What follows belongs to an exercise in optimizing a design on an open flow for small area; a production flow would make more cautious choices. Function was not checked in any run shown here: the RTL went through the layout flow alone.

**flow/design.v**
```verilog
module cordic_sin(
    input wire I_clk,
    input wire [13:0] I_phase,    
    input wire I_neg,             
    output reg [13:0] O_cos,      
    output reg [13:0] O_sin
    );
    wire S_hi = ~I_phase[13] & (I_phase > 14'd2272);
    wire S_lo =  I_phase[13] & (I_phase < 14'h3720);
    wire [12:0] S_r0 = S_hi ? 13'd2272 : (S_lo ? 13'h171f : I_phase[12:0]);
    wire [12:0] S_rn1 = ~S_r0[12] ? S_r0 - 13'd1024 : S_r0 + 13'd1024;
    reg [11:0] R_r1;
    always @(posedge I_clk) R_r1 <= S_rn1[11:0];
    reg R_d1_1;
    always @(posedge I_clk) R_d1_1 <= (~S_r0[12]);
    wire [11:0] S_rn2 = ~R_r1[11] ? R_r1 - 12'd605 : R_r1 + 12'd605;
    reg [10:0] R_r2;
    always @(posedge I_clk) R_r2 <= S_rn2[10:0];
    reg R_d1_2;
    always @(posedge I_clk) R_d1_2 <= R_d1_1;
    reg R_d2_2;
    always @(posedge I_clk) R_d2_2 <= (~R_r1[11]);
    wire [10:0] S_rn3 = ~R_r2[10] ? R_r2 - 11'd319 : R_r2 + 11'd319;
    reg [9:0] R_r3;
    always @(posedge I_clk) R_r3 <= S_rn3[9:0];
    reg R_d1_3;
    always @(posedge I_clk) R_d1_3 <= R_d1_2;
    reg R_d2_3;
    always @(posedge I_clk) R_d2_3 <= R_d2_2;
    reg R_d3_3;
    always @(posedge I_clk) R_d3_3 <= (~R_r2[10]);
    wire [9:0] S_rn4 = ~R_r3[9] ? R_r3 - 10'd162 : R_r3 + 10'd162;
    reg [8:0] R_r4;
    always @(posedge I_clk) R_r4 <= S_rn4[8:0];
    reg R_d1_4;
    always @(posedge I_clk) R_d1_4 <= R_d1_3;
    reg R_d2_4;
    always @(posedge I_clk) R_d2_4 <= R_d2_3;
    reg R_d3_4;
    always @(posedge I_clk) R_d3_4 <= R_d3_3;
    reg R_d4_4;
    always @(posedge I_clk) R_d4_4 <= (~R_r3[9]);
    wire [8:0] S_rn5 = ~R_r4[8] ? R_r4 - 9'd81 : R_r4 + 9'd81;
    reg [7:0] R_r5;
    always @(posedge I_clk) R_r5 <= S_rn5[7:0];
    reg R_d1_5;
    always @(posedge I_clk) R_d1_5 <= R_d1_4;
    reg R_d2_5;
    always @(posedge I_clk) R_d2_5 <= R_d2_4;
    reg R_d3_5;
    always @(posedge I_clk) R_d3_5 <= R_d3_4;
    reg R_d4_5;
    always @(posedge I_clk) R_d4_5 <= R_d4_4;
    reg R_d5_5;
    always @(posedge I_clk) R_d5_5 <= (~R_r4[8]);
    wire [7:0] S_rn6 = ~R_r5[7] ? R_r5 - 8'd41 : R_r5 + 8'd41;
    reg [6:0] R_r6;
    always @(posedge I_clk) R_r6 <= S_rn6[6:0];
    reg R_d1_6;
    always @(posedge I_clk) R_d1_6 <= R_d1_5;
    reg R_d2_6;
    always @(posedge I_clk) R_d2_6 <= R_d2_5;
    reg R_d3_6;
    always @(posedge I_clk) R_d3_6 <= R_d3_5;
    reg R_d4_6;
    always @(posedge I_clk) R_d4_6 <= R_d4_5;
    reg R_d5_6;
    always @(posedge I_clk) R_d5_6 <= R_d5_5;
    reg R_d6_6;
    always @(posedge I_clk) R_d6_6 <= (~R_r5[7]);
    wire [6:0] S_rn7 = ~R_r6[6] ? R_r6 - 7'd20 : R_r6 + 7'd20;
    reg [5:0] R_r7;
    always @(posedge I_clk) R_r7 <= S_rn7[5:0];
    reg R_d1_7;
    always @(posedge I_clk) R_d1_7 <= R_d1_6;
    reg R_d2_7;
    always @(posedge I_clk) R_d2_7 <= R_d2_6;
    reg R_d3_7;
    always @(posedge I_clk) R_d3_7 <= R_d3_6;
    reg R_d4_7;
    always @(posedge I_clk) R_d4_7 <= R_d4_6;
    reg R_d5_7;
    always @(posedge I_clk) R_d5_7 <= R_d5_6;
    reg R_d6_7;
    always @(posedge I_clk) R_d6_7 <= R_d6_6;
    reg R_d7_7;
    always @(posedge I_clk) R_d7_7 <= (~R_r6[6]);
    wire [5:0] S_rn8 = ~R_r7[5] ? R_r7 - 6'd10 : R_r7 + 6'd10;
    reg [4:0] R_r8;
    always @(posedge I_clk) R_r8 <= S_rn8[4:0];
    reg R_d1_8;
    always @(posedge I_clk) R_d1_8 <= R_d1_7;
    reg R_d2_8;
    always @(posedge I_clk) R_d2_8 <= R_d2_7;
    reg R_d3_8;
    always @(posedge I_clk) R_d3_8 <= R_d3_7;
    reg R_d4_8;
    always @(posedge I_clk) R_d4_8 <= R_d4_7;
    reg R_d5_8;
    always @(posedge I_clk) R_d5_8 <= R_d5_7;
    reg R_d6_8;
    always @(posedge I_clk) R_d6_8 <= R_d6_7;
    reg R_d7_8;
    always @(posedge I_clk) R_d7_8 <= R_d7_7;
    reg R_d8_8;
    always @(posedge I_clk) R_d8_8 <= (~R_r7[5]);
    wire [4:0] S_rn9 = ~R_r8[4] ? R_r8 - 5'd5 : R_r8 + 5'd5;
    reg [3:0] R_r9;
    always @(posedge I_clk) R_r9 <= S_rn9[3:0];
    reg R_d1_9;
    always @(posedge I_clk) R_d1_9 <= R_d1_8;
    reg R_d2_9;
    always @(posedge I_clk) R_d2_9 <= R_d2_8;
    reg R_d3_9;
    always @(posedge I_clk) R_d3_9 <= R_d3_8;
    reg R_d4_9;
    always @(posedge I_clk) R_d4_9 <= R_d4_8;
    reg R_d5_9;
    always @(posedge I_clk) R_d5_9 <= R_d5_8;
    reg R_d6_9;
    always @(posedge I_clk) R_d6_9 <= R_d6_8;
    reg R_d7_9;
    always @(posedge I_clk) R_d7_9 <= R_d7_8;
    reg R_d8_9;
    always @(posedge I_clk) R_d8_9 <= R_d8_8;
    reg R_d9_9;
    always @(posedge I_clk) R_d9_9 <= (~R_r8[4]);
    wire [3:0] S_rn10 = ~R_r9[3] ? R_r9 - 4'd3 : R_r9 + 4'd3;
    reg [2:0] R_r10;
    always @(posedge I_clk) R_r10 <= S_rn10[2:0];
    reg [13:0] S_lx, S_ly;
    always @(*) begin
        case ({R_d1_9,R_d2_9,R_d3_9,R_d4_9,R_d5_9,R_d6_9,R_d7_9})
            7'd0: begin S_lx = 14'd15231; S_ly = 14'd9106; end
            7'd1: begin S_lx = 14'd15459; S_ly = 14'd9072; end
            7'd2: begin S_lx = 14'd15688; S_ly = 14'd9047; end
            7'd3: begin S_lx = 14'd15918; S_ly = 14'd9027; end
            7'd4: begin S_lx = 14'd16145; S_ly = 14'd9018; end
            7'd5: begin S_lx = 14'd16377; S_ly = 14'd9014; end
            7'd6: begin S_lx = 14'd223; S_ly = 14'd9017; end
            7'd7: begin S_lx = 14'd455; S_ly = 14'd9027; end
            7'd8: begin S_lx = 14'd675; S_ly = 14'd9045; end
            7'd9: begin S_lx = 14'd905; S_ly = 14'd9069; end
            7'd10: begin S_lx = 14'd1132; S_ly = 14'd9100; end
            7'd11: begin S_lx = 14'd1360; S_ly = 14'd9138; end
            7'd12: begin S_lx = 14'd1584; S_ly = 14'd9184; end
            7'd13: begin S_lx = 14'd1810; S_ly = 14'd9236; end
            7'd14: begin S_lx = 14'd2032; S_ly = 14'd9297; end
            7'd15: begin S_lx = 14'd2254; S_ly = 14'd9363; end
            7'd16: begin S_lx = 14'd2408; S_ly = 14'd9419; end
            7'd17: begin S_lx = 14'd2626; S_ly = 14'd9497; end
            7'd18: begin S_lx = 14'd2839; S_ly = 14'd9582; end
            7'd19: begin S_lx = 14'd3051; S_ly = 14'd9674; end
            7'd20: begin S_lx = 14'd3258; S_ly = 14'd9772; end
            7'd21: begin S_lx = 14'd3464; S_ly = 14'd9876; end
            7'd22: begin S_lx = 14'd3665; S_ly = 14'd9988; end
            7'd23: begin S_lx = 14'd3865; S_ly = 14'd10104; end
            7'd24: begin S_lx = 14'd4049; S_ly = 14'd10226; end
            7'd25: begin S_lx = 14'd4241; S_ly = 14'd10354; end
            7'd26: begin S_lx = 14'd4428; S_ly = 14'd10490; end
            7'd27: begin S_lx = 14'd4610; S_ly = 14'd10630; end
            7'd28: begin S_lx = 14'd4787; S_ly = 14'd10776; end
            7'd29: begin S_lx = 14'd4961; S_ly = 14'd10928; end
            7'd30: begin S_lx = 14'd5128; S_ly = 14'd11085; end
            7'd31: begin S_lx = 14'd5292; S_ly = 14'd11247; end
            7'd32: begin S_lx = 14'd5133; S_ly = 14'd11095; end
            7'd33: begin S_lx = 14'd5297; S_ly = 14'd11257; end
            7'd34: begin S_lx = 14'd5454; S_ly = 14'd11424; end
            7'd35: begin S_lx = 14'd5608; S_ly = 14'd11596; end
            7'd36: begin S_lx = 14'd5752; S_ly = 14'd11775; end
            7'd37: begin S_lx = 14'd5894; S_ly = 14'd11955; end
            7'd38: begin S_lx = 14'd6030; S_ly = 14'd12142; end
            7'd39: begin S_lx = 14'd6160; S_ly = 14'd12332; end
            7'd40: begin S_lx = 14'd6278; S_ly = 14'd12520; end
            7'd41: begin S_lx = 14'd6396; S_ly = 14'd12718; end
            7'd42: begin S_lx = 14'd6508; S_ly = 14'd12919; end
            7'd43: begin S_lx = 14'd6614; S_ly = 14'd13123; end
            7'd44: begin S_lx = 14'd6710; S_ly = 14'd13332; end
            7'd45: begin S_lx = 14'd6804; S_ly = 14'd13542; end
            7'd46: begin S_lx = 14'd6889; S_ly = 14'd13755; end
            7'd47: begin S_lx = 14'd6969; S_ly = 14'd13971; end
            7'd48: begin S_lx = 14'd7020; S_ly = 14'd14133; end
            7'd49: begin S_lx = 14'd7088; S_ly = 14'd14353; end
            7'd50: begin S_lx = 14'd7147; S_ly = 14'd14575; end
            7'd51: begin S_lx = 14'd7201; S_ly = 14'd14799; end
            7'd52: begin S_lx = 14'd7246; S_ly = 14'd15024; end
            7'd53: begin S_lx = 14'd7286; S_ly = 14'd15250; end
            7'd54: begin S_lx = 14'd7317; S_ly = 14'd15479; end
            7'd55: begin S_lx = 14'd7343; S_ly = 14'd15707; end
            7'd56: begin S_lx = 14'd7357; S_ly = 14'd15929; end
            7'd57: begin S_lx = 14'd7369; S_ly = 14'd16159; end
            7'd58: begin S_lx = 14'd7372; S_ly = 14'd5; end
            7'd59: begin S_lx = 14'd7370; S_ly = 14'd235; end
            7'd60: begin S_lx = 14'd7359; S_ly = 14'd466; end
            7'd61: begin S_lx = 14'd7341; S_ly = 14'd694; end
            7'd62: begin S_lx = 14'd7316; S_ly = 14'd922; end
            7'd63: begin S_lx = 14'd7284; S_ly = 14'd1150; end
            7'd64: begin S_lx = 14'd7279; S_ly = 14'd15235; end
            7'd65: begin S_lx = 14'd7313; S_ly = 14'd15463; end
            7'd66: begin S_lx = 14'd7338; S_ly = 14'd15691; end
            7'd67: begin S_lx = 14'd7358; S_ly = 14'd15919; end
            7'd68: begin S_lx = 14'd7367; S_ly = 14'd16150; end
            7'd69: begin S_lx = 14'd7371; S_ly = 14'd16380; end
            7'd70: begin S_lx = 14'd7368; S_ly = 14'd226; end
            7'd71: begin S_lx = 14'd7358; S_ly = 14'd456; end
            7'd72: begin S_lx = 14'd7338; S_ly = 14'd679; end
            7'd73: begin S_lx = 14'd7314; S_ly = 14'd907; end
            7'd74: begin S_lx = 14'd7283; S_ly = 14'd1134; end
            7'd75: begin S_lx = 14'd7245; S_ly = 14'd1360; end
            7'd76: begin S_lx = 14'd7199; S_ly = 14'd1586; end
            7'd77: begin S_lx = 14'd7147; S_ly = 14'd1810; end
            7'd78: begin S_lx = 14'd7086; S_ly = 14'd2032; end
            7'd79: begin S_lx = 14'd7020; S_ly = 14'd2252; end
            7'd80: begin S_lx = 14'd6965; S_ly = 14'd2412; end
            7'd81: begin S_lx = 14'd6887; S_ly = 14'd2628; end
            7'd82: begin S_lx = 14'd6802; S_ly = 14'd2841; end
            7'd83: begin S_lx = 14'd6710; S_ly = 14'd3051; end
            7'd84: begin S_lx = 14'd6612; S_ly = 14'd3260; end
            7'd85: begin S_lx = 14'd6508; S_ly = 14'd3464; end
            7'd86: begin S_lx = 14'd6396; S_ly = 14'd3665; end
            7'd87: begin S_lx = 14'd6280; S_ly = 14'd3863; end
            7'd88: begin S_lx = 14'd6158; S_ly = 14'd4051; end
            7'd89: begin S_lx = 14'd6030; S_ly = 14'd4241; end
            7'd90: begin S_lx = 14'd5894; S_ly = 14'd4427; end
            7'd91: begin S_lx = 14'd5754; S_ly = 14'd4609; end
            7'd92: begin S_lx = 14'd5608; S_ly = 14'd4787; end
            7'd93: begin S_lx = 14'd5456; S_ly = 14'd4959; end
            7'd94: begin S_lx = 14'd5299; S_ly = 14'd5126; end
            7'd95: begin S_lx = 14'd5137; S_ly = 14'd5288; end
            7'd96: begin S_lx = 14'd5288; S_ly = 14'd5137; end
            7'd97: begin S_lx = 14'd5126; S_ly = 14'd5299; end
            7'd98: begin S_lx = 14'd4959; S_ly = 14'd5456; end
            7'd99: begin S_lx = 14'd4787; S_ly = 14'd5608; end
            7'd100: begin S_lx = 14'd4609; S_ly = 14'd5754; end
            7'd101: begin S_lx = 14'd4427; S_ly = 14'd5894; end
            7'd102: begin S_lx = 14'd4241; S_ly = 14'd6030; end
            7'd103: begin S_lx = 14'd4051; S_ly = 14'd6158; end
            7'd104: begin S_lx = 14'd3863; S_ly = 14'd6280; end
            7'd105: begin S_lx = 14'd3665; S_ly = 14'd6396; end
            7'd106: begin S_lx = 14'd3464; S_ly = 14'd6508; end
            7'd107: begin S_lx = 14'd3260; S_ly = 14'd6612; end
            7'd108: begin S_lx = 14'd3051; S_ly = 14'd6710; end
            7'd109: begin S_lx = 14'd2841; S_ly = 14'd6802; end
            7'd110: begin S_lx = 14'd2628; S_ly = 14'd6887; end
            7'd111: begin S_lx = 14'd2412; S_ly = 14'd6965; end
            7'd112: begin S_lx = 14'd2252; S_ly = 14'd7020; end
            7'd113: begin S_lx = 14'd2032; S_ly = 14'd7086; end
            7'd114: begin S_lx = 14'd1810; S_ly = 14'd7147; end
            7'd115: begin S_lx = 14'd1586; S_ly = 14'd7199; end
            7'd116: begin S_lx = 14'd1360; S_ly = 14'd7245; end
            7'd117: begin S_lx = 14'd1134; S_ly = 14'd7283; end
            7'd118: begin S_lx = 14'd907; S_ly = 14'd7314; end
            7'd119: begin S_lx = 14'd679; S_ly = 14'd7338; end
            7'd120: begin S_lx = 14'd456; S_ly = 14'd7358; end
            7'd121: begin S_lx = 14'd226; S_ly = 14'd7368; end
            7'd122: begin S_lx = 14'd16380; S_ly = 14'd7371; end
            7'd123: begin S_lx = 14'd16150; S_ly = 14'd7367; end
            7'd124: begin S_lx = 14'd15919; S_ly = 14'd7358; end
            7'd125: begin S_lx = 14'd15691; S_ly = 14'd7338; end
            7'd126: begin S_lx = 14'd15463; S_ly = 14'd7313; end
            7'd127: begin S_lx = 14'd15235; S_ly = 14'd7279; end
            default: begin S_lx = 14'd0; S_ly = 14'd0; end
        endcase
    end
    wire [13:0] S_x8;
    add_bk u_S_x8 (.a(S_lx), .b(({{7{S_ly[13]}},S_ly[13:7]}) ^ {14{R_d8_9}}), .ci(R_d8_9), .s(S_x8));
    wire [13:0] S_y8;
    add_bk u_S_y8 (.a(S_ly), .b(({{7{S_lx[13]}},S_lx[13:7]}) ^ {14{~R_d8_9}}), .ci(~R_d8_9), .s(S_y8));
    reg [13:0] R_x10, R_y10;
    always @(posedge I_clk) begin R_x10 <= S_x8; R_y10 <= S_y8; end
    reg R_d9_10;
    always @(posedge I_clk) R_d9_10 <= R_d9_9;
    reg R_d10_10;
    always @(posedge I_clk) R_d10_10 <= (~R_r9[3]);
    wire [2:0] S_rn11 = ~R_r10[2] ? R_r10 - 3'd1 : R_r10 + 3'd1;
    reg [1:0] R_r11;
    always @(posedge I_clk) R_r11 <= S_rn11[1:0];
    wire [13:0] S_x9;
    add_bk u_S_x9 (.a(R_x10), .b(({{8{R_y10[13]}},R_y10[13:8]}) ^ {14{R_d9_10}}), .ci(R_d9_10), .s(S_x9));
    wire [13:0] S_y9;
    add_bk u_S_y9 (.a(R_y10), .b(({{8{R_x10[13]}},R_x10[13:8]}) ^ {14{~R_d9_10}}), .ci(~R_d9_10), .s(S_y9));
    reg [13:0] R_x11, R_y11;
    always @(posedge I_clk) begin R_x11 <= S_x9; R_y11 <= S_y9; end
    reg R_d10_11;
    always @(posedge I_clk) R_d10_11 <= R_d10_10;
    reg R_d11_11;
    always @(posedge I_clk) R_d11_11 <= (~R_r10[2]);
    wire [1:0] S_rn12 = ~R_r11[1] ? R_r11 - 2'd1 : R_r11 + 2'd1;
    reg [0:0] R_r12;
    always @(posedge I_clk) R_r12 <= S_rn12[0:0];
    wire [13:0] S_x10;
    add_bk u_S_x10 (.a(R_x11), .b(({{9{R_y11[13]}},R_y11[13:9]}) ^ {14{R_d10_11}}), .ci(R_d10_11), .s(S_x10));
    wire [13:0] S_y10;
    add_bk u_S_y10 (.a(R_y11), .b(({{9{R_x11[13]}},R_x11[13:9]}) ^ {14{~R_d10_11}}), .ci(~R_d10_11), .s(S_y10));
    reg [13:0] R_x12, R_y12;
    always @(posedge I_clk) begin R_x12 <= S_x10; R_y12 <= S_y10; end
    reg R_d11_12;
    always @(posedge I_clk) R_d11_12 <= R_d11_11;
    reg R_d12_12;
    always @(posedge I_clk) R_d12_12 <= (~R_r11[1]);
    wire [13:0] S_x11;
    add_bk u_S_x11 (.a(R_x12), .b(({{10{R_y12[13]}},R_y12[13:10]}) ^ {14{R_d11_12}}), .ci(R_d11_12), .s(S_x11));
    wire [13:0] S_y11;
    add_bk u_S_y11 (.a(R_y12), .b(({{10{R_x12[13]}},R_x12[13:10]}) ^ {14{~R_d11_12}}), .ci(~R_d11_12), .s(S_y11));
    wire [13:0] S_x12;
    add_bk u_S_x12 (.a(S_x11), .b(({{11{S_y11[13]}},S_y11[13:11]}) ^ {14{R_d12_12}}), .ci(R_d12_12), .s(S_x12));
    wire [13:0] S_y12;
    add_bk u_S_y12 (.a(S_y11), .b(({{11{S_x11[13]}},S_x11[13:11]}) ^ {14{~R_d12_12}}), .ci(~R_d12_12), .s(S_y12));
    reg [13:0] R_x13, R_y13;
    always @(posedge I_clk) begin R_x13 <= S_x12; R_y13 <= S_y12; end
    reg R_d13_13;
    always @(posedge I_clk) R_d13_13 <= (~R_r12[0]);
    wire [13:0] S_x13;
    add_bk u_S_x13 (.a(R_x13), .b(({{12{R_y13[13]}},R_y13[13:12]}) ^ {14{R_d13_13}}), .ci(R_d13_13), .s(S_x13));
    wire [13:0] S_y13;
    add_bk u_S_y13 (.a(R_y13), .b(({{12{R_x13[13]}},R_x13[13:12]}) ^ {14{~R_d13_13}}), .ci(~R_d13_13), .s(S_y13));
    always @(posedge I_clk) begin
        O_sin <= S_y13;
        O_cos <= I_neg ? -S_x13 : S_x13;
    end
endmodule
module add_bk #(parameter W = 14) (input wire [W-1:0] a, input wire [W-1:0] b, input wire ci, output wire [W-1:0] s);
    wire [W-1:0] p = a ^ b; wire [W-1:0] g = a & b;
    wire G_0 = g[0] | (p[0] & ci);
    wire gg1 = g[1] | (p[1] & G_0);
    wire pp1 = p[1] & p[0];
    wire gg2 = g[3] | (p[3] & g[2]);
    wire pp2 = p[3] & p[2];
    wire gg3 = g[5] | (p[5] & g[4]);
    wire pp3 = p[5] & p[4];
    wire gg4 = g[7] | (p[7] & g[6]);
    wire pp4 = p[7] & p[6];
    wire gg5 = g[9] | (p[9] & g[8]);
    wire pp5 = p[9] & p[8];
    wire gg6 = g[11] | (p[11] & g[10]);
    wire pp6 = p[11] & p[10];
    wire gg7 = g[13] | (p[13] & g[12]);
    wire pp7 = p[13] & p[12];
    wire gg8 = gg2 | (pp2 & gg1);
    wire pp8 = pp2 & pp1;
    wire gg9 = gg4 | (pp4 & gg3);
    wire pp9 = pp4 & pp3;
    wire gg10 = gg6 | (pp6 & gg5);
    wire pp10 = pp6 & pp5;
    wire gg11 = gg9 | (pp9 & gg8);
    wire pp11 = pp9 & pp8;
    wire gg12 = gg10 | (pp10 & gg11);
    wire pp12 = pp10 & pp11;
    wire gg13 = gg3 | (pp3 & gg8);
    wire pp13 = pp3 & pp8;
    wire gg14 = gg5 | (pp5 & gg11);
    wire pp14 = pp5 & pp11;
    wire gg15 = gg7 | (pp7 & gg12);
    wire pp15 = pp7 & pp12;
    wire gg16 = g[2] | (p[2] & gg1);
    wire pp16 = p[2] & pp1;
    wire gg17 = g[4] | (p[4] & gg8);
    wire pp17 = p[4] & pp8;
    wire gg18 = g[6] | (p[6] & gg13);
    wire pp18 = p[6] & pp13;
    wire gg19 = g[8] | (p[8] & gg11);
    wire pp19 = p[8] & pp11;
    wire gg20 = g[10] | (p[10] & gg14);
    wire pp20 = p[10] & pp14;
    wire gg21 = g[12] | (p[12] & gg12);
    wire pp21 = p[12] & pp12;
    assign s[0] = p[0] ^ ci;
    assign s[1] = p[1] ^ G_0;
    assign s[2] = p[2] ^ gg1;
    assign s[3] = p[3] ^ gg16;
    assign s[4] = p[4] ^ gg8;
    assign s[5] = p[5] ^ gg17;
    assign s[6] = p[6] ^ gg13;
    assign s[7] = p[7] ^ gg18;
    assign s[8] = p[8] ^ gg11;
    assign s[9] = p[9] ^ gg19;
    assign s[10] = p[10] ^ gg14;
    assign s[11] = p[11] ^ gg20;
    assign s[12] = p[12] ^ gg12;
    assign s[13] = p[13] ^ gg21;
endmodule
module cordic_native(
    input wire I_rst_n,                 
    input wire I_clk,
    input wire [13:0] I_init_phase,
    input wire I_change_phase,
    input wire [13:0] I_inc_phase,
    output wire [13:0] O_cos,
    output wire [13:0] O_sin
    );
    reg [13:0] R_current_phase;
    reg R_phase_dir;                    
    wire [13:0] S_step = R_current_phase + (I_inc_phase ^ {14{R_phase_dir}}) + {13'd0, R_phase_dir};
    wire S_reach_top = ~R_current_phase[13] & (|S_step[13:11]);       
    wire S_reach_bottom = R_current_phase[13] & ~(&S_step[13:11]);     
    wire S_turn = R_phase_dir ? S_reach_bottom : S_reach_top;
    always @(posedge I_clk) begin
        if (I_rst_n == 1'b0) R_phase_dir <= 1'b0;
        else R_phase_dir <= R_phase_dir ^ S_turn;
    end
    always @(posedge I_clk) begin
        if (I_rst_n == 1'b0 || I_change_phase) R_current_phase <= I_init_phase;
        else if (~R_phase_dir & S_reach_top) R_current_phase <= 14'd4094 - S_step;
        else R_current_phase <= S_step;    
    end
    reg [12:0] R_dir_delay;
    reg R_cos_dir;
    always @(posedge I_clk) begin
        R_dir_delay <= {R_dir_delay[11:0], R_phase_dir};
        R_cos_dir <= R_dir_delay[12];
    end
    cordic_sin cordic_sin_inst(.I_clk(I_clk), .I_phase(R_current_phase), .I_neg(R_cos_dir),
                               .O_cos(O_cos), .O_sin(O_sin));
endmodule
```
**flow/run.sh**
```bash
#!/bin/bash
# synth_recipe.tcl (not shown) runs the flow's synth.tcl, then flattens the netlist and writes it again
# the make line also repeats each setting of config.mk as NAME=value (left out here)
make -C /OpenROAD-flow-scripts/flow DESIGN_CONFIG=/design/flow/config.mk WORK_HOME=/design/flow/orfs CLKGATE_MAP_FILE= SYNTH_SCRIPT=/design/flow/synth_recipe.tcl finish
```
**flow/config.mk**
```make
export PLATFORM = sky130hd
export DESIGN_NAME = cordic_native
export DESIGN_NICKNAME = cordic_native
export VERILOG_FILES = /design/flow/design.v
export SDC_FILE = /design/flow/constraint.sdc
export NUM_CORES = 4
export LEC_CHECK = 0
export ABC_AREA = 1
export CAP_MARGIN = 20
export CORE_MARGIN = 2
export CORE_UTILIZATION = 40
export SLEW_MARGIN = 20
```
**flow/constraint.sdc**
```tcl
create_clock -name core_clock -period 5.0 [get_ports {I_clk}]
set_input_delay 1.0000 -clock core_clock [delete_from_list [all_inputs] [get_ports {I_clk}]]
set_output_delay 1.0000 -clock core_clock [all_outputs]
set_load 0.01 [all_outputs]
```
==> run summary, run 1 <==
The run finished with no timing, DRC or antenna violations. In the post-synthesis netlist, the biggest area contributors are sky130_fd_sc_hd__dfxtp_1 (33%), sky130_fd_sc_hd__ha_1 (12%), sky130_fd_sc_hd__fa_1 (8.4%), sky130_fd_sc_hd__nand2_1 (7.2%), sky130_fd_sc_hd__inv_1 (6.9%). Along the worst path, the maximum fanout reaches 12. The setup path with the least slack is of type reg -> reg. The top-area cell type share of the netlist area came out at 32.8%.

The final critical-path share of the clock period came out at 92.2%. The worst register-to-register path has a setup slack of 0.39 ns. The die width is 225 um. The post-synthesis net count came out at 2658. For this run, the register share of the synthesized area comes to 32.8%. The largest buffer count on any clock path is 3.

At the worst endpoint, the required time is 5.40 ns. sky130_fd_sc_hd__dfxtp_1 takes more of the synthesized area than any other cell. The total overflow reported by the global router is 0. The height of the die is 225 um. In the final routed layout, each cell accounts on average for 16.7 um. The minimum setup slack after placement is 0.241 ns.

The TritonCTS sink count came out at 320. The count of different cell masters after synthesis came out at 67. The setup TNS came out at 0 ns.

The worst setup path is captured at a flop. The commonest cells after synthesis are sky130_fd_sc_hd__nand2_1 (374), sky130_fd_sc_hd__inv_1 (359), sky130_fd_sc_hd__dfxtp_1 (320). The number of cells produced by synthesis came out at 2358. The post-synthesis async set-or-reset flop share came out at 0%. The number of H-tree levels is 2. The worst register-to-register path begins at cordic_sin_inst.R_d11_12$_DFF_P_. The antenna cell count is 0. The count of filler cells inserted in the layout came out at 4809. The root cell of the clock tree is sky130_fd_sc_hd__clkbuf_16. By instance count, the leading cell after synthesis is sky130_fd_sc_hd__nand2_1.

The clock reaches the later pin of the worst-skew pair after 0.54 ns. Setup slack on the critical path of the routed design comes to 0.390 ns. The number of stages on the worst hold path came out at 0. The final count of negative-setup-slack endpoints is 0.

For this configuration, the core starts out at a cell density of 40.2%. The die covers 50700 um2. For this run, design rule violations remaining after detail routing come to 0. The launch point of the worst hold path is R_dir_delay[7]$_DFF_P_. The number of antenna violations at the first check in global routing came out at 1.

TritonCTS built the clock tree. The standard-cell row count is 81. The wire length of the first global-routing pass came out at 82000 um.

The average footprint of a synthesized cell is 8.29 um2. For the worst setup path, the data arrival time is 5.01 ns. The mean number of vias per cell is 5.13. The final net count is 2742. The pin slew with the least headroom to its limit came out at 1.11 ns. The clock period minus final worst setup slack came out at 4.61 ns. The number of global-route vias before repair came out at 15900. The overall global routing resource usage is 20.5%.

The minimum hold slack is 0.322 ns. The aggregate routed wire length came out at 51700 um. The number of vias in the routed layout is 15800. The layout cell share with drive strength beyond 1 came out at 6.40%. The number of I/O pins is 59. The area inside the core boundary came out at 48600 um2. In the synthesized netlist the dominant register cell turns out to be sky130_fd_sc_hd__dfxtp_1. The number of nets with antenna violations after routing came out at 0.

Summing every instance area after synthesis gives 19600 um2. The count of endpoints failing hold in the final timing report is 0. The path with the worst hold slack has its endpoint at R_dir_delay[8]$_DFF_P_. Max-cap violations in this run came to 0.

Buffers inserted to repair hold after CTS numbered 0. The largest net degree at the start of global routing came out at 49. The CTS clock-pin slew for the worst setup and hold paths came out at 0.06 ns.

In this run the critical register-to-register path is captured at cordic_sin_inst.R_y13[13]$_DFF_P_. Setup repair after global routing left no endpoint under its margin. The synthesized flop and latch total is 320. The sum of net half-perimeters after detailed placement is 40200 um.

The setup skew after layout is 0.0209 ns. The count of yosys warnings during synthesis came out at 2. The count of cells along the worst register-to-register path is 24. Static timing analysis puts the maximum clock frequency at 217 MHz.

The number of flops mapped to enable cells by yosys came out at 0. The count of final max-slew check failures is 0. The total cell area at the placement stage is 21000 um2.

The first detailed-routing pass ran for 7 iterations. The final estimated routing congestion in global placement came out at 0.958. The starting DRC count in detailed routing is 908.

The worst slew slack as a fraction of its limit is 26.1%. Summing all non-filler instances in the final layout gives an area of 22300 um2. The number of buffer cells added on primary ports came out at 58.

STA classifies the critical path startpoint as a flop. In this run the worst hold path is classified as reg -> reg. The number of setup buffers added after CTS is 0.

The number of CTS-inserted buffers is 37. The area overhead of the layout relative to synthesis is 13.9%.
## logic make-up (layout without fill, tap and decap cells)
group	count (synthesis)	in the layout	share of synthesized area [%]
AOI/OAI and AO/OA	431	431	13.4
xor gates and xnor gates	206	206	9.30
adders and majority gates	270	270	20.4
buffers and inverters	426	535	8.41
DFF	320	320	32.8
muxes	6	6	0.314
and+or+nand+nor	699	699	15.5
## layer usage
metal | wire length [um] | GRT usage, %
met3 | 2890 | 3.09
met5 | 0 | 0
met4 | 3020 | 11.9
met1 | 20200 | 22.8
met2 | 25600 | 37.0
## through the flow
| stage | cells | utilization, % |
|---|---|---|
| 5_1_grt | 3089 | 45.8 |
| 6_report | 3089 | 45.8 |
| 2_1_floorplan | 2358 | - |
| 3_3_place_gp | 3025 | 43.1 |
| 3_5_place_dp | 3025 | 43.1 |
| 4_1_cts | 3089 | 45.7 |
## critical path, cell delays in order, from the launching register on
cell                       delay, ns
sky130_fd_sc_hd__dfxtp_2        0.34
sky130_fd_sc_hd__buf_4          0.17
sky130_fd_sc_hd__mux2_2         0.28
sky130_fd_sc_hd__fa_1           0.45
sky130_fd_sc_hd__a31oi_1        0.24
sky130_fd_sc_hd__nor4_1         0.08
sky130_fd_sc_hd__nor4_1         0.17
sky130_fd_sc_hd__buf_4          0.17
sky130_fd_sc_hd__o31ai_1        0.08
sky130_fd_sc_hd__fa_1           0.46
sky130_fd_sc_hd__xor2_2         0.24
sky130_fd_sc_hd__inv_1          0.11
sky130_fd_sc_hd__nand2_4        0.11
sky130_fd_sc_hd__nand2_8        0.08
sky130_fd_sc_hd__inv_6          0.11
sky130_fd_sc_hd__ha_1           0.29
sky130_fd_sc_hd__inv_1          0.07
sky130_fd_sc_hd__o21bai_1       0.08
sky130_fd_sc_hd__a21oi_1        0.16
sky130_fd_sc_hd__nand2_2        0.11
sky130_fd_sc_hd__nand4_1        0.08
sky130_fd_sc_hd__nand2_1        0.08
sky130_fd_sc_hd__ha_1           0.18
sky130_fd_sc_hd__a31o_2         0.22
sky130_fd_sc_hd__xnor2_1        0.11
## registers in the layout (all words and copies together), names as in the netlist, 8 cells and up
| name | flops |
|---|---|
| cordic_sin_inst.R_r1 | 12 |
| cordic_sin_inst.R_r2 | 11 |
| R_current_phase | 14 |
| cordic_sin_inst.R_r3 | 10 |
| cordic_sin_inst.R_y11 | 14 |
| cordic_sin_inst.R_r5 | 8 |
| cordic_sin_inst.R_y13 | 14 |
| cordic_sin_inst.R_r4 | 9 |
| cordic_sin_inst.R_x11 | 14 |
| cordic_sin_inst.O_cos | 14 |
| cordic_sin_inst.R_y10 | 14 |
| cordic_sin_inst.R_x12 | 14 |
| cordic_sin_inst.O_sin | 14 |
| cordic_sin_inst.R_x13 | 14 |
| R_dir_delay | 13 |
| cordic_sin_inst.R_x10 | 14 |
| cordic_sin_inst.R_y12 | 14 |
## worst max path at each step
stage | startpoint | end | depth (start not counted)
final | cordic_sin_inst.R_d11_12$_DFF_P_ | cordic_sin_inst.R_y13[13]$_DFF_P_ | 24
after detailed placement | cordic_sin_inst.R_d11_12$_DFF_P_ | cordic_sin_inst.R_x13[11]$_DFF_P_ | 31
after global placement | cordic_sin_inst.R_d11_12$_DFF_P_ | cordic_sin_inst.R_y13[13]$_DFF_P_ | 24
after floorplan | cordic_sin_inst.R_d11_12$_DFF_P_ | cordic_sin_inst.R_y13[13]$_DFF_P_ | 26
after global routing | cordic_sin_inst.R_y12[13]$_DFF_P_ | cordic_sin_inst.R_y13[13]$_DFF_P_ | 26
after CTS | cordic_sin_inst.R_d11_12$_DFF_P_ | cordic_sin_inst.R_x13[11]$_DFF_P_ | 31
## cell type report
cell class	count	area [um2]	share of cell area [%]
sequential	320	6410	28.8
clock buffer	54	1070	4.80
clock inverter	10	205	0.921
multi-input combinational	1612	11500	51.7
timing repair buffer	97	873	3.92
inverter	374	1410	6.35
tap	622	778	3.49
## repair_timing
item | in CTS | in global routing
setup endpoints to repair | 0 | 4
gates resized for setup | 0 | 8
hold endpoints to repair | 0 | 0
## layout by cell type (no fill, tap or decap), drive strengths merged, types with 82 or more instances in the layout
cell and n:
ha 187, nand3 95, nand2 391, a21oi 149, xor2 115, o21ai 111, fa 82, nor2 154
xnor2 91, dfxtp 320, inv 372
==> inputs of run 2 (changes only) <==
--- a/flow/config.mk
+++ b/flow/config.mk
@@ -8,5 +8,8 @@
 export ABC_AREA = 1
 export CAP_MARGIN = 20
 export CORE_MARGIN = 2
-export CORE_UTILIZATION = 40
+export CORE_UTILIZATION = 60
+export CTS_BUF_LIST = sky130_fd_sc_hd__clkbuf_8
+export CTS_CLUSTER_DIAMETER = 60
+export CTS_CLUSTER_SIZE = 20
 export SLEW_MARGIN = 20
==> run 2 against run 1 <==
Sequential share of layout area rose by 1.2 points. Flip-flop and latch count did not move. Still clean on timing, DRC and antenna. Hold slack barely moved. Area after synthesis did not move. Non-clock buffer count fell by 6. Die area fell by 33%. Clock-buffer cell count fell by 28.
==> run summary, run 2 <==
The run finished with no timing, DRC or antenna violations. The count of final max-slew check failures is 0. The number of I/O pins came out at 59.

The aggregate routed wire length came out at 49200 um. Entering global routing, the biggest net connects 36 pins. The setup skew after layout is 0.0294 ns.

Hold is met by 0.322 ns. The synthesized design devotes to its leading area cell type 32.8% of total area. The number of antenna violations at the first check in global routing is 0. The kind of end point of the critical path is a flop.

The area inside the core boundary came out at 32300 um2. The count of endpoints failing hold in the final timing report is 0. The most common cell in the synthesized netlist is sky130_fd_sc_hd__nand2_1. After detailed routing, the number of vias per cell comes to 5.62.

The starting utilization of the core area is 60.6%. The leading cell type in the layout, fill and taps excluded is sky130_fd_sc_hd__nand2_1. The final net count came out at 2725. The fraction of the core area covered by cells at the end of the flow came out at 66.1%. The number of global-route vias before repair came to 16100. The worst-case register-to-register setup slack came out at 0.22 ns. The highest fanout seen on the critical path came out at 12. The CTS clock-pin slew for the worst setup and hold paths came out at 0.11 ns. The average footprint of a synthesized cell is 8.29 um2. By area the synthesized netlist is led by sky130_fd_sc_hd__dfxtp_1 (33%), sky130_fd_sc_hd__ha_1 (12%), sky130_fd_sc_hd__fa_1 (8.4%), sky130_fd_sc_hd__nand2_1 (7.2%), sky130_fd_sc_hd__inv_1 (6.9%).

The root cell of the clock tree is sky130_fd_sc_hd__clkbuf_8. For the worst-skew pair, the clock arrives at the later sink with an insertion delay of 0.60 ns. The count of unresolved DRC violations after routing is 0.

The setup TNS is 0 ns. The final critical-path share of the clock period came out at 95.6%. In the layout the commonest cells are sky130_fd_sc_hd__nand2_1 (374), sky130_fd_sc_hd__inv_1 (360), sky130_fd_sc_hd__dfxtp_1 (317), sky130_fd_sc_hd__ha_1 (187), sky130_fd_sc_hd__nor2_1 (152). TritonCTS built the clock tree. The layout cell share with drive strength beyond 1 is 5.74%. The number of buffer cells added on primary ports is 58. The number of nets with antenna violations after routing came out at 0. Setup violations remaining at the end of the flow were counted as 0. The standard-cell row count is 66.

After synthesis, the most frequently instantiated cells are sky130_fd_sc_hd__nand2_1 (374), sky130_fd_sc_hd__inv_1 (359), sky130_fd_sc_hd__dfxtp_1 (320). The number of setup buffers added after CTS came out at 0. Counting every sink on the clock net gives 320.

The number of CTS-inserted buffers came out at 26. The minimum setup slack in the final design is 0.221 ns. The number of vias in the routed layout came out at 16200. For the pin with the worst max-slew slack, the measured transition is 1.03 ns. The starting DRC count in detailed routing is 1290. The full die area came out at 34100 um2. Among all flip-flop cells after synthesis, the most frequent one is sky130_fd_sc_hd__dfxtp_1.

The longest clock path from root to sink contains 3 buffers. The minimum setup slack after placement came out at 0.162 ns. The post-synthesis net count came out at 2658. The post-synthesis async set-or-reset flop share came out at 0%.

The antenna cell count came out at 0. The min-delay analysis places its worst path in the category reg -> reg. The worst register-to-register path has a depth of 25. Counting instances, the worst hold path has a depth of 0. The signal arrival time at the worst endpoint is 5.26 ns. The wire length of the first global-routing pass is 78700 um.

The number of max-cap violations is 0. The die is 185 um tall. The area overhead of the layout relative to synthesis is 9.19%. The number of cells produced by synthesis is 2358. The average wire per standard cell came out at 17.1 um. During synthesis, Yosys emitted a total of 2 warnings.

In the global route stage, overall resource usage came out at 29.0%. The synthesized netlist contains 67 unique library cells. Sequential elements use 32.8% of the synthesized area. At the end of routability-driven placement, the weighted congestion stood at 1.07.

The cell area after synthesis came out at 19600 um2. CTS built an H-tree with a depth of 1. The upper clock frequency limit came out at 209 MHz.

The cell taking the most area after synthesis is sky130_fd_sc_hd__dfxtp_1. The routed design could run at a clock period as short as 4.78 ns. The worst setup path is launched from a flop.

The synthesized flop and latch total came out at 320. The worst slew slack as a fraction of its limit is 31.4%. Summed over all nets, the half-perimeter wirelength after detailed placement is 38400 um. The critical path is of the reg -> reg type. The detailed-router iteration count before antenna repair came out at 8. The total overflow reported by the global router came out at 0.

In this run the horizontal extent of the chip is 185 um. The number of flops mapped to enable cells by yosys is 0. The worst path required time came out at 5.49 ns.
run 2: critical path, stage by stage, from the launching register on:
cell and delay, ns:
sky130_fd_sc_hd__dfxtp_1 0.44, sky130_fd_sc_hd__xnor2_1 0.17, sky130_fd_sc_hd__inv_1 0.19, sky130_fd_sc_hd__ha_1 0.41, sky130_fd_sc_hd__nand2_1 0.08, sky130_fd_sc_hd__nand2_1 0.07, sky130_fd_sc_hd__a31oi_2 0.26, sky130_fd_sc_hd__nor4_1 0.10
sky130_fd_sc_hd__nor4_2 0.25, sky130_fd_sc_hd__o31ai_1 0.14, sky130_fd_sc_hd__fa_1 0.46, sky130_fd_sc_hd__xor2_2 0.24, sky130_fd_sc_hd__inv_1 0.10, sky130_fd_sc_hd__nand2_4 0.11, sky130_fd_sc_hd__nand2_8 0.08, sky130_fd_sc_hd__inv_6 0.11
sky130_fd_sc_hd__ha_1 0.28, sky130_fd_sc_hd__inv_1 0.08, sky130_fd_sc_hd__o21bai_1 0.09, sky130_fd_sc_hd__a21oi_1 0.18, sky130_fd_sc_hd__nand2_2 0.12, sky130_fd_sc_hd__nand4_1 0.09, sky130_fd_sc_hd__nand2_1 0.07, sky130_fd_sc_hd__ha_1 0.19
sky130_fd_sc_hd__a31o_2 0.22, sky130_fd_sc_hd__xnor2_1 0.12
run 2: layer usage:
metal  vias up  global-route usage [%]  wire, um
met3       200                    3.77      3180
met2       665                    53.5     24600
met4         0                    16.0      2960
li1       7812                       -         -
met5         -                       0         0
met1      7513                    32.0     18500
run 2: timing repair:
item,CTS,global route
hold buffers,0,0
resized for setup,0,11
setup endpoints to repair,0,8
run 2: worst paths after layout:
| path | from | endpoint |
|---|---|---|
| max | cordic_sin_inst.R_y12[13]$_DFF_P_ | cordic_sin_inst.R_y13[13]$_DFF_P_ |
| min | R_dir_delay[10]$_DFF_P_ | R_dir_delay[11]$_DFF_P_ |
| max reg2reg | cordic_sin_inst.R_y12[13]$_DFF_P_ | cordic_sin_inst.R_y13[13]$_DFF_P_ |
| min reg2reg | R_dir_delay[10]$_DFF_P_ | R_dir_delay[11]$_DFF_P_ |
run 2: layout make-up:
| type | count | area (um2) |
|---|---|---|
| clock buffer | 26 | 358 |
| clock inverter | 18 | 240 |
| fill | 2645 | 10900 |
| inverter | 374 | 1410 |
| multi-input combinational | 1612 | 11500 |
| sequential | 320 | 6410 |
| tap | 442 | 553 |
| timing repair buffer | 91 | 832 |
run 2: per-stage QoR:
stage / cell area, um2 / cells
5_1_grt: 21400 / 2883
4_1_cts: 21300 / 2883
3_5_place_dp: 20700 / 2839
3_3_place_gp: 20700 / 2839
6_report: 21400 / 2883
2_1_floorplan: 19600 / 2358
run 2: cell families (layout without fill, tap and decap cells):
group | Yosys count | count (layout) | share of synthesized area [%]
xor+xnor | 206 | 206 | 9.30
compound gates | 431 | 431 | 13.4
buf+inv | 426 | 509 | 8.41
fa+ha+maj | 270 | 270 | 20.4
mux | 6 | 6 | 0.314
flops | 320 | 320 | 32.8
simple gates | 699 | 699 | 15.5
==> inputs of run 3 (changes only) <==
--- a/flow/config.mk
+++ b/flow/config.mk
@@ -9,7 +9,7 @@
 export CAP_MARGIN = 20
 export CORE_MARGIN = 2
 export CORE_UTILIZATION = 60
-export CTS_BUF_LIST = sky130_fd_sc_hd__clkbuf_8
-export CTS_CLUSTER_DIAMETER = 60
-export CTS_CLUSTER_SIZE = 20
+export CTS_BUF_LIST = sky130_fd_sc_hd__clkbuf_16
+export CTS_CLUSTER_DIAMETER = 100
+export CTS_CLUSTER_SIZE = 30
 export SLEW_MARGIN = 20
==> run 3 against run 2 <==
First-iteration DRC count rose by 12%. Clock skew rose by 0.0025 ns. Final cell count fell by 0.76%. Global-route usage fell by 0.086 points. Wire length barely moved. Final area fell by 0.77%. Fmax rose by 2.9%.
==> run summary, run 3 <==
The number of I/O pins came out at 59. Once the floorplan was initialized, standard cells occupied 60.6% of the core. The count of filler cells inserted in the layout is 2656. The number of flops mapped to enable cells by yosys came out at 0.

The average footprint of a synthesized cell came out at 8.29 um2. After synthesis the netlist holds a flip-flop and latch count of 320. The top cell types in the final layout, fill and taps aside, are sky130_fd_sc_hd__nand2_1 (374), sky130_fd_sc_hd__inv_1 (359), sky130_fd_sc_hd__dfxtp_1 (317), sky130_fd_sc_hd__ha_1 (187), sky130_fd_sc_hd__nor2_1 (152). The class of the most critical hold timing path is reg -> reg. For this design, the CTS-stage hold fixing added 0 buffers. After floorplanning, the core was sized to cover 32300 um2. The signal arrival time at the worst endpoint is 5.02 ns.

The upper clock frequency limit came out at 215 MHz. The post-synthesis async set-or-reset flop share is 0%. The final count of negative-setup-slack endpoints came out at 0. By area the synthesized netlist is led by sky130_fd_sc_hd__dfxtp_1 (33%), sky130_fd_sc_hd__ha_1 (12%), sky130_fd_sc_hd__fa_1 (8.4%), sky130_fd_sc_hd__nand2_1 (7.2%), sky130_fd_sc_hd__inv_1 (6.9%). The count of endpoints failing hold in the final timing report was 0. The number of cells produced by synthesis came out at 2358. The clock insertion delay at the later pin of the skew report came out at 0.52 ns. Global routing used 3.50% of the available met3 tracks. The largest net degree at the start of global routing came out at 36. The type of element launching the critical path is a flop. The pin slew with the least headroom to its limit is 1.04 ns. The cell sitting at the root of the clock tree is a sky130_fd_sc_hd__clkbuf_16. Measured on the finished design, the core utilization comes to 65.6%. For this design, the slowest cell found on the critical path is sky130_fd_sc_hd__fa_1.

After synthesis, the most frequently instantiated cells are sky130_fd_sc_hd__nand2_1 (374), sky130_fd_sc_hd__inv_1 (359), sky130_fd_sc_hd__dfxtp_1 (320). The number of buffer cells added on primary ports is 58. The count of yosys warnings during synthesis came out at 2. For this run, the leading register cell type out of synthesis is sky130_fd_sc_hd__dfxtp_1. The area growth from synthesis to layout is 8.36%. The sum of net half-perimeters after detailed placement is 38400 um. The count of different cell masters after synthesis came out at 67. Clock-pin slew was measured on the worst setup and hold paths at 0.11 ns. The met2 routing resource usage after global routing is 53.9%.

Global routing consumed, on the met1 layer, 32.1% of the routing resources. For the final database, setup skew stands at 0.0319 ns. The height of the die is 185 um. The leading cell type in the layout, fill and taps excluded is sky130_fd_sc_hd__nand2_1.

The die width is 185 um. The first global-routing pass estimated 78500 um of wire. The number of global-route vias before repair is 16000. The sequential cell area fraction in the yosys report came out at 32.8%. Among all cell types in the netlist, the one instantiated most often is sky130_fd_sc_hd__nand2_1. The number of H-tree levels is 1. The run finished with no timing, DRC or antenna violations. The full die area is 34100 um2.

In the final timing run, aggregate negative setup slack is 0 ns. The detailed router placed 16200 vias in this run. Headroom to the max-slew limit came out at 30.7%.

The clock drives 320 sinks. The area taken by multi-input logic gates is 11500 um2. The average wire per standard cell is 17.2 um. In the routed design, unresolved DRC markers number 0.

The number of antenna violations at the first check in global routing is 0. The total overflow reported by the global router is 0. The biggest cell delay along the critical path is 0.46 ns.

The cell area after synthesis is 19600 um2. The final estimated routing congestion in global placement is 1.07. The top-area cell type share of the netlist area came out at 32.8%. By startpoint and endpoint, the worst setup path is classified as reg -> reg. The post-synthesis net count came out at 2658.

The highest fanout seen on the critical path is 12. Data on the critical path is required at its endpoint by 5.37 ns. The aggregate routed wire length came out at 49300 um.

The final net count came out at 2714. After layout, the worst path uses 92.9% of the clock period. The number of setup buffers added after CTS came out at 0. The first routing iteration left 1444 violations. The longest clock path from root to sink contains 3 buffers. TritonCTS built the clock tree. The area occupied by registers is 6410 um2.

Using the TritonRoute via totals, the vias-per-cell ratio works out to 5.65. The number of gates resized after CTS was 0. The number of max-cap violations came out at 0.

The number of nets with antenna violations after routing is 0. The overall global routing resource usage is 28.9%. The cell taking the most area after synthesis is sky130_fd_sc_hd__dfxtp_1.

Setup repair after global routing left no endpoint under its margin. The count of final max-slew check failures came out at 0. The number of CTS-inserted buffers came out at 15. The standard-cell row count came out at 66. The kind of end point of the critical path is a flop. For this run, the detailed router's first-pass iteration total came to 8. After global routing, the most crowded layer is met2.

The clock period minus final worst setup slack came out at 4.65 ns. The layout cell share with drive strength beyond 1 came out at 4.84%.
-- run 3: critical path, delay by kind of cell (launching register included) --
kind	cells	cell delay, ns
compound gates	5	0.85
buf+inv	4	0.41
simple gates	9	0.94
xor+xnor	3	0.53
flops	1	0.45
fa+ha+maj	4	1.37
-- run 3: stage by stage --
step / instance area, um2 / cells / setup slack [ns] / hold WS (ns)
2_1_floorplan: 19600 / 2358 / 0.110 / 0.310
5_1_grt: 21200 / 2860 / 0.0183 / 0.329
4_1_cts: 21100 / 2860 / 0.101 / 0.323
6_report: 21200 / 2861 / 0.354 / 0.319
3_3_place_gp: 20700 / 2839 / 0.332 / 0.310
3_5_place_dp: 20700 / 2839 / 0.162 / 0.312
-- run 3: area by class of cell --
cell class / count / area share, %
Multi-Input combinational cell: 1612 / 54.5
Sequential cell: 320 / 30.2
Tap cell: 442 / 2.61
Clock buffer: 15 / 1.77
Antenna cell: 1 / 0.0118
Timing Repair Buffer: 91 / 3.93
Clock inverter: 6 / 0.278
Inverter: 374 / 6.67
-- run 3: routing by layer --
metal	part of all wire [%]	vias up	wire, um
met3	6.3	215	3090
li1	-	7784	-
met5	0	-	0
met4	6.1	0	3000
met2	50	685	24600
met1	38	7489	18600
-- run 3: logic make-up (layout without fill, tap and decap cells) --
| group | Yosys count | after routing | share of synthesized area, % |
|---|---|---|---|
| DFF | 320 | 320 | 32.8 |
| adders and majority gates | 270 | 270 | 20.4 |
| AOI/OAI and AO/OA | 431 | 431 | 13.4 |
| and+or+nand+nor | 699 | 699 | 15.5 |
| other | 0 | 1 | 0 |
| buffers and inverters | 426 | 486 | 8.41 |
| muxes | 6 | 6 | 0.314 |
| xor gates and xnor gates | 206 | 206 | 9.30 |
-- run 3: path summary, 6_finish.rpt --
kind / depth (start not counted) / start / slack [ns] / end
worst min register to register: 0 / cordic_sin_inst.R_d1_2$_DFF_P_ / 0.32 / cordic_sin_inst.R_d1_3$_DFF_P_
worst max register to register: 25 / cordic_sin_inst.R_y12[13]$_DFF_P_ / 0.35 / cordic_sin_inst.R_y13[13]$_DFF_P_
worst min-delay path: 0 / cordic_sin_inst.R_d1_2$_DFF_P_ / 0.32 / cordic_sin_inst.R_d1_3$_DFF_P_
worst max-delay path: 25 / cordic_sin_inst.R_y12[13]$_DFF_P_ / 0.35 / cordic_sin_inst.R_y13[13]$_DFF_P_

-- re-timing with driven ports --
In the flow no input, the clock included, has a driving cell. The finished layouts below were timed again as built, in two steps.
Step 1, drivers: a clkbuf_16 drives I_clk and a buf_2 each remaining input, both assumed.
Step 2 also shifts input and output timing later by t, the mid clock arrival at the registers, as if the neighbouring blocks saw the same clock.
a / b / c = ideal ports / drivers / drivers and shift; a / b = the first two.
run	t, ns	setup slack, ns	hold slack, ns	clock arrival spread, ns	slew at the worst register clock pin (ns)
run 1	0.581	0.390 / 0.390 / 0.390	0.322 / 0.322 / 0.322	0.022 / 0.022	0.06 / 0.06
run 2	0.639	0.221 / 0.221 / 0.221	0.322 / 0.322 / 0.322	0.035 / 0.034	0.11 / 0.11
run 3	0.552	0.354 / 0.354 / 0.354	0.319 / 0.319 / 0.319	0.032 / 0.032	0.12 / 0.12
After both steps every run listed still meets setup and hold.
